This is an optimization exercise on Yosys and OpenROAD, whose aim is a short achievable clock period and few clock cycles, not a production implementation. Function was checked by simulation only, so behaviour that the tests miss may differ from the original. Power and IR drop assume default switching activity.

==> flow/design.v <==
module add(input [31:0] a,b,output reg[31:0] res);
always @(*)begin
	res = a + b;
end
endmodule
module alu(input [31:0] a,b,input [3:0] sel,output reg [31:0] res,output zero);
assign zero = (a == b);
always @(*) begin
case(sel)
4'b0000: res = a & b;
4'b0001: res = a | b;
4'b0010: res = a+b;
4'b0110: res = a-b;
4'b0111: res = (a<b) ? 32'd1 : 32'd0;
4'b1100: res = ~(a | b);
default: res = 32'd0;
endcase
end
endmodule
module ALU_control(
input [1:0]ALU_op,
input [5:0]inst,
input [5:0]opcode,
output reg [3:0]op,
output reg valid
 );
always @(*)
begin
	op = 4'b0010;
	valid = 1;
	if(ALU_op == 2'b00)
		op = 4'b0010 ;
	else if(ALU_op == 2'b01)
		op = 4'b0110 ;
	else if(ALU_op == 2'b11)
	begin
		if(opcode[0]) op = 4'b0001 ;  
		else op = 4'b0000 ;           
	end
	else
	begin
		case (inst)
		6'b100000: op = 4'b0010 ;
		6'b011000: op = 4'b0010 ;
		6'b100010: op = 4'b0110 ;
		6'b100100: op = 4'b0000 ;
		6'b100101: op = 4'b0001 ;
		6'b101010: op = 4'b0111 ;
		6'b001100: op = 4'b0000 ;
		6'b001101: op = 4'b0001 ;
		default: valid = 0;
		endcase
	end
end
endmodule
module Control(
    input [5:0] inst_in,
    output reg RegDst,
    output reg Branch,
    output reg MemRead,
    output reg MemtoReg,
    output reg [1:0] ALUop,
    output reg ALUsrc,
    output reg RegWrite,
    output reg jump_reg,
    output reg jump,
    output reg jump_link
    );
always @(*)
begin
	RegDst = 0;
	ALUsrc = 0;
	MemtoReg = 0;
	RegWrite = 0;
	MemRead = 0;
	Branch = 0;
	ALUop = 2'b00;
	jump_reg = 0;
	jump = 0;
	jump_link = 0;
	case (inst_in)
	6'b000000: begin  
		RegDst = 1;
		RegWrite = 1;
		ALUop = 2'b10;
	end
	6'b100011: begin  
		ALUsrc = 1;
		MemtoReg = 1;
		RegWrite = 1;
		MemRead = 1;
		ALUop = 2'b00;
	end
	6'b001000: begin  
		ALUsrc = 1;
		RegWrite = 1;
		ALUop = 2'b00;
	end
	6'b001100: begin  
		ALUsrc = 1;
		RegWrite = 1;
		ALUop = 2'b11;
	end
	6'b001101: begin  
		ALUsrc = 1;
		RegWrite = 1;
		ALUop = 2'b11;
	end
	6'b000100: begin  
		Branch = 1;
		ALUop = 2'b01;
	end
	6'b100000: begin  
		jump_reg = 1;
	end
	6'b110000: begin  
		jump = 1;
	end
	6'b111000: begin  
		jump = 1;
		jump_link = 1;
		RegWrite = 1;
	end
	default: ;
	endcase
end
endmodule
module incrementer(input [31:0] data,output [31:0] res);
assign res = data + 32'd1;
endmodule
module mux(input [31:0] a,b,input s,output reg[31:0] res);
always @(*)begin
	if (s == 0)
		res = a;
	else
	    res = b;
end
endmodule
module mux3bit(input [31:0] a,b,c,input jump,jump_reg,output reg [31:0] res);
always @(*)begin
if (jump)
   res = c;
else if (jump_reg)
   res = b;
else
   res = a;
end
endmodule
module mux5(input [4:0] a,b,input s,output reg[4:0] res);
always @(*)begin
	if (s == 0)
		res = a;
	else
	    res = b;
end
endmodule
module register(input clk,input rst,input [31:0] in,output reg[31:0] res);
always @(posedge clk)begin
	if (rst) res <= 32'd0;
	else res <= in;
end
endmodule
module registerbank #(parameter M=5, N=32) (input clk,rst,regwrite,
					    input [4:0] read_reg_1,read_reg_2,write_reg,
		                            input [31:0] write_data,
				            output [31:0] read_data_1,read_data_2);
reg [31:0] mem [1:31];
integer i;
always @(posedge clk) begin
	if (rst) begin
		for (i = 1; i < 32; i = i + 1)
			mem[i] <= 32'd0;
	end
	else if (regwrite == 1 && write_reg != 5'd0)
		mem[write_reg] <= write_data;
end
assign read_data_1 = (read_reg_1 == 5'd0) ? 32'd0 : mem[read_reg_1];
assign read_data_2 = (read_reg_2 == 5'd0) ? 32'd0 : mem[read_reg_2];
endmodule
module shift(input [25:0] data,input [31:0] pc_next,output reg[31:0] res);
always @(*)begin
res = {pc_next[31:26],data};
end
endmodule
module sign_extend(input [15:0] data, output [31:0] res);
assign res = {{16{data[15]}},data};
endmodule
module mips(input clk,
	    input rst,
	    output [31:0] pc,
	    input  [31:0] instr,
	    output [6:0]  dmem_addr,
	    input  [31:0] dmem_rdata,
	    output        wb_en,
	    output [4:0]  wb_reg,
	    output [31:0] wb_data
 );
wire RegDst,Branch,MemRead,MemtoReg,ALUsrc,RegWrite,zero,jump_reg,jump,jump_link,alu_valid;
wire [31:0] pc_output,new_pc,si_out,add_out,shift_out,m2_out,m3_out,m4_out,m5_out;
wire [31:0] read_data_1,read_data_2,alu_out;
wire [4:0] m1_out,dest;
wire [1:0] ALUop;
wire [3:0] alu_con_out;
register pc_reg(clk,rst,m5_out,pc_output);
incrementer inc(pc_output,new_pc);
Control c(instr[31:26],RegDst,Branch,MemRead,MemtoReg,ALUop,ALUsrc,RegWrite,jump_reg,jump,jump_link);
sign_extend si_ex(instr[15:0],si_out);
add ad(new_pc,si_out,add_out);
shift sh(instr[25:0],new_pc,shift_out);
mux5 m1(instr[20:16],instr[15:11],RegDst,m1_out);
assign dest = jump_link ? 5'd31 : m1_out;
mux m2(read_data_2,si_out,ALUsrc,m2_out);
mux3bit m3(alu_out,dmem_rdata,new_pc,jump_link,MemtoReg,m3_out);
mux m4(new_pc,add_out,zero&Branch,m4_out);
mux3bit m5(m4_out,read_data_1,shift_out,jump,jump_reg,m5_out);
wire do_write = RegWrite & alu_valid & ~rst & (dest != 5'd0);
registerbank rb(clk,rst,do_write,instr[25:21],instr[20:16],dest,m3_out,read_data_1,read_data_2);
ALU_control alu_con(ALUop,instr[5:0],instr[31:26],alu_con_out,alu_valid);
alu al(read_data_1,m2_out,alu_con_out,alu_out,zero);
assign pc        = pc_output;
assign dmem_addr = alu_out[6:0];
assign wb_en     = do_write;
assign wb_reg    = dest;
assign wb_data   = m3_out;
endmodule
==> flow/run.sh <==
#!/bin/bash
# synth_recipe.tcl (not shown) runs the flow's synth.tcl, then flattens the netlist and writes it again
# the make line also repeats each setting of config.mk as NAME=value (left out here)
make -C /OpenROAD-flow-scripts/flow DESIGN_CONFIG=/design/flow/config.mk WORK_HOME=/design/flow/orfs CLKGATE_MAP_FILE= SYNTH_SCRIPT=/design/flow/synth_recipe.tcl finish
==> flow/config.mk <==
export PLATFORM = sky130hd
export DESIGN_NAME = mips
export DESIGN_NICKNAME = mips
export VERILOG_FILES = /design/flow/design.v
export SDC_FILE = /design/flow/constraint.sdc
export NUM_CORES = 4
export LEC_CHECK = 0
export CAP_MARGIN = 20
export CORE_MARGIN = 2
export CORE_UTILIZATION = 40
export SETUP_SLACK_MARGIN = 0.3
export SLEW_MARGIN = 20
==> flow/constraint.sdc <==
create_clock -name core_clock -period 9.0 [get_ports {clk}]
set_input_delay 1.8000 -clock core_clock [delete_from_list [all_inputs] [get_ports {clk}]]
set_output_delay 1.8000 -clock core_clock [all_outputs]
set_load 0.01 [all_outputs]
==> run notes <==
## stage by stage
| step | hold slack [ps] | instance area [um^2] | setup slack [ps] | util [%] | std cells |
|---|---|---|---|---|---|
| finish | 707 | 77100 | 242 | 49.4 | 7721 |
| global route | 790 | 77100 | 118 | 49.4 | 7720 |
| CTS | 709 | 76300 | 128 | 48.9 | 7685 |
| detailed placement | 690 | 71200 | -497 | 45.6 | 7421 |
| global placement | 677 | 71200 | -468 | 45.6 | 7420 |
| floorplan | 682 | 62900 | 531 | - | 5025 |
## kinds of logic (layout without fill, tap and decap cells)
logic type | Yosys count | after routing | share of synthesized area (%)
compound gates | 782 | 782 | 8.41
xor+xnor | 56 | 56 | 0.781
fa+ha+maj | 132 | 132 | 2.67
buf+inv | 633 | 1270 | 4.22
flops | 1056 | 1056 | 50.0
mux | 737 | 737 | 23.1
other cells | 1 | 33 | 0.00597
simple gates | 1597 | 1597 | 10.8
## flip-flops by register name, indices dropped and copies added, names as in the netlist
register	flops
rb.mem	1024
pc_reg.res	32
## Yosys cell counts (45+ instances only)
library cell  number
buf_2            167
nor2_1          1016
nor3_1           126
nand3_1           49
ha_1             129
nand2_1          202
o21ai_0          117
clkbuf_1         273
a21oi_1          214
mux2i_1          121
mux2_2            54
edfxtp_1        1024
inv_1            136
a211oi_1          53
buf_1             45
mux4_2           562
## layer usage
layer | part of all wire [%] | up-vias | global-route usage (%)
li1 | - | 20300 | -
met1 | 37 | 25300 | 41.3
met2 | 45 | 3606 | 49.0
met3 | 13 | 677 | 8.35
met4 | 4.7 | 12 | 13.1
met5 | 0.028 | - | 0.0908
## area by class of cell
class                      instances  area, um^2  share of cell area (%)
clock inverter                    76         654                   0.849
timing repair buffer             926        8790                    11.4
sequential                      1056       31400                    40.7
inverter                         137         522                   0.677
multi-input combinational       3336       30300                    39.3
antenna                            1        2.50                 0.00325
clock buffer                     131        2850                    3.70
tap                             2058        2570                    3.34
## tightest hold or removal path: stages, from the launching register on
cell and delay (ps):
dfxtp_1 340, xor2_1 110, a311oi_1 200
## power groups by stage
stage	registers [mW]	logic, mW	clock network [mW]
after detailed placement	5.82	4.36	0
after floorplan	5.77	2.17	0
after global placement	5.80	4.35	0
after CTS	5.71	4.59	4.57
after global routing	5.74	5.03	4.75
final	5.72	4.83	4.56
## timing repair
item,4_1_cts,5_1_grt
pin swaps,30,47
gates cloned,7,2
resized for setup,217,121
setup endpoints to repair,26,27
buffers inserted,50,33
## worst paths after layout
kind	start	to	slack [ps]	cells after the start
max	instr[16]	wb_data[31]	240	23
min	pc_reg.res[31]	pc_reg.res[31]	710	2
max reg2reg	pc_reg.res[0]	pc_reg.res[31]	3360	16
min reg2reg	pc_reg.res[31]	pc_reg.res[31]	710	2
==> metrics.md <==
| Metric | Value |
|---|---|
| Share of power burned in registers | `a little under two fifths` |
| Synth cell types | `between 90 and 100` |
| CTS Buf Count | `between 100 and 150` |
| Switching Share | `between 30% and 40%` |
| Worst Skew | `61.0 ps` |
| Slew Limit Headroom | `20.1%` |
| RePlAce Congestion | `0.992` |
| Remaining global-route overflow | `0` |
| Antenna viol nets, final | `0` |
| Cell row count | `roughly 150` |
| Die Wd | `400 um` |
| Synth warn | `10` |
| Combinational fraction of design power | `31.9%` |
| Net Switching | `5.06 mW` |
| CP cell instances | `buf_16 -> buf_16 -> buf_12 -> buf_4 -> mux4_2 -> mux2_2 -> a22oi_1 -> nand2_2 -> a32o_1 -> ha_4 -> a2111oi_4 -> o21ai_2 -> buf_4 -> a31o_2 -> a311oi_2 -> buf_4 -> o21ai_0 -> a2111o_1 -> a31oi_1 -> nor3_2 -> buf_6 -> inv_1 -> clkdlybuf4s15_1` |
| Final min period | `between 8000 and 9000 ps` |
| Main flop type after synthesis | `edfxtp_1` |
| Antenna violations before repair | `8` |
| Total clock sinks | `1,056` |
| Pin count of the biggest net entering global routing | `48` |
| Final net count | `5,765` |
| Pint | `10.0 mW` |
| Mapped Cells | `4,994` |
| Die H | `400 um` |
| Worst Path Required | `7200 ps` |
| # IOs | `143` |
| Core ar. | `156,000 um^2` |
| Total track usage | `31.3%` |
| Crit path DAT | `approximately 7000 ps` |
| Vias in the first global route | `slightly below 50,000` |
| Root Buffer | `clkbuf_16` |
| Remaining routing DRC violations | `0` |
| Fin crit share | `between 90% and 100%` |
| Worst Path Buf+Inv | `9` |
| Avg Cell Area, Syn | `approximately 13 um^2` |
| Kind of critical path | `in -> out` |
| Proportion of layout cells with a drive suffix above 1 | `roughly a third` |
| Clk slew on worst S/H paths | `80 ps` |
| RSZ-0062 raised after global routing | `true` |
| Crit path max-delay family | `compound AO/OA/AOI/OAI gates` |
| Final slew viol count | `0` |
| Worst-margin pin slew | `1190 ps` |
| Fmax | `approximately 110 MHz` |
| DR iter-0 viols | `7,578` |
| Starting Density | `between 40% and 50%` |
| Outcome | `timing/DRC/antenna clean` |
| Worst hold path class | `reg -> reg` |
| Sequential area share after synthesis | `roughly half` |
| DP HPWL | `167,000 um` |
| Crit Path Max Fanout | `7` |
| Max-cap check violation count | `0` |
| CTS tree | `done` |
| Crit path max-delay cell type | `mux4_2` |
| CP startpoint kind | `input port` |
| Fin. Hold Viols | `0` |
| Die Footprint | `160,000 um^2` |
| Most used cell, CP | `buf_4` |
| # hold bufs at CTS | `0` |
| Vias/cell | `6.47` |
| Total wire length | `254,000 um` |
| PortBufs | `142` |
| Final Total Pwr | `15.1 mW` |
| Htree depth | `3` |
| Synthesized cell area | `62,800 um^2` |
| WL/cell | `32.9 um` |
| Area Growth Syn to Fin | `22.8%` |
| Clock power frac | `a little under a third` |
| Ys async rst share | `0%` |
| Top cell type's share of synthesized area | `between 40% and 50%` |
| Yosys top cell by area | `edfxtp_1` |
| Leakage | `29.2 nW` |
| P per Cell Area | `196 nW/um^2` |
| Crit end category | `output port` |
| Clock Latency Late Sink | `between 700 and 800 ps` |
| CTS Buffer Depth | `3` |
| Post-synth EDFFs | `1,024` |
| Fin Setup TNS | `0 ps` |
| Via count | `between 40,000 and 50,000` |
| Worst IR Drop VDD | `0.000196 V` |
| First-pass GRT wire length | `357,000 um` |
| Most frequent cells in the layout | `edfxtp_1 (1,024), nor2_1 (1,007), buf_4 (672)` |
| Fillers | `13,600` |
| Final setup viols | `0` |
| Drt first pass iters | `6` |
| Synth Register Bits | `1,056` |
| Crit-path max cell delay | `500 ps` |
| Largest cells by area after synthesis | `edfxtp_1 (49%), mux4_2 (20%), nor2_1 (6.1%), ha_1 (2.6%), mux2i_1 (1.9%)` |
| Commonest non-fill, non-tap cell in the layout | `edfxtp_1` |
Testbench counts, summed over its fixed seeds: cycles 16,610.

## port drivers added, routing unchanged
The results above use ideal ports. As a check the final layout listed here was re-extracted and re-timed, cells and wires unchanged. Step 1 sets driving cells, clkbuf_16 on the clock port and buf_2 on the other inputs (assumed; they add their load-dependent delay and slew). Step 2 adds t to the input delays and takes it off the output delays; t is the mean of the earliest and latest rising clock arrival at the registers after step 1. Input paths then give back, and output paths get back, about the clock's delay inside the block. Slacks: ideal ports / drivers / drivers and shift; pairs: ideal ports / drivers.
shift t [ns]: 0.821
setup slack, ns: 0.242 / 0.159 / 0.159
latest minus earliest clock arrival (ns): 0.061 / 0.061
worst data-port slew with drivers (ns): 0.08
pins driven straight from the clock port: 1
After both steps setup and hold are still met in this run. The setup slack of this run moves by -0.083 ns with the drivers and by -0.083 ns with both steps.
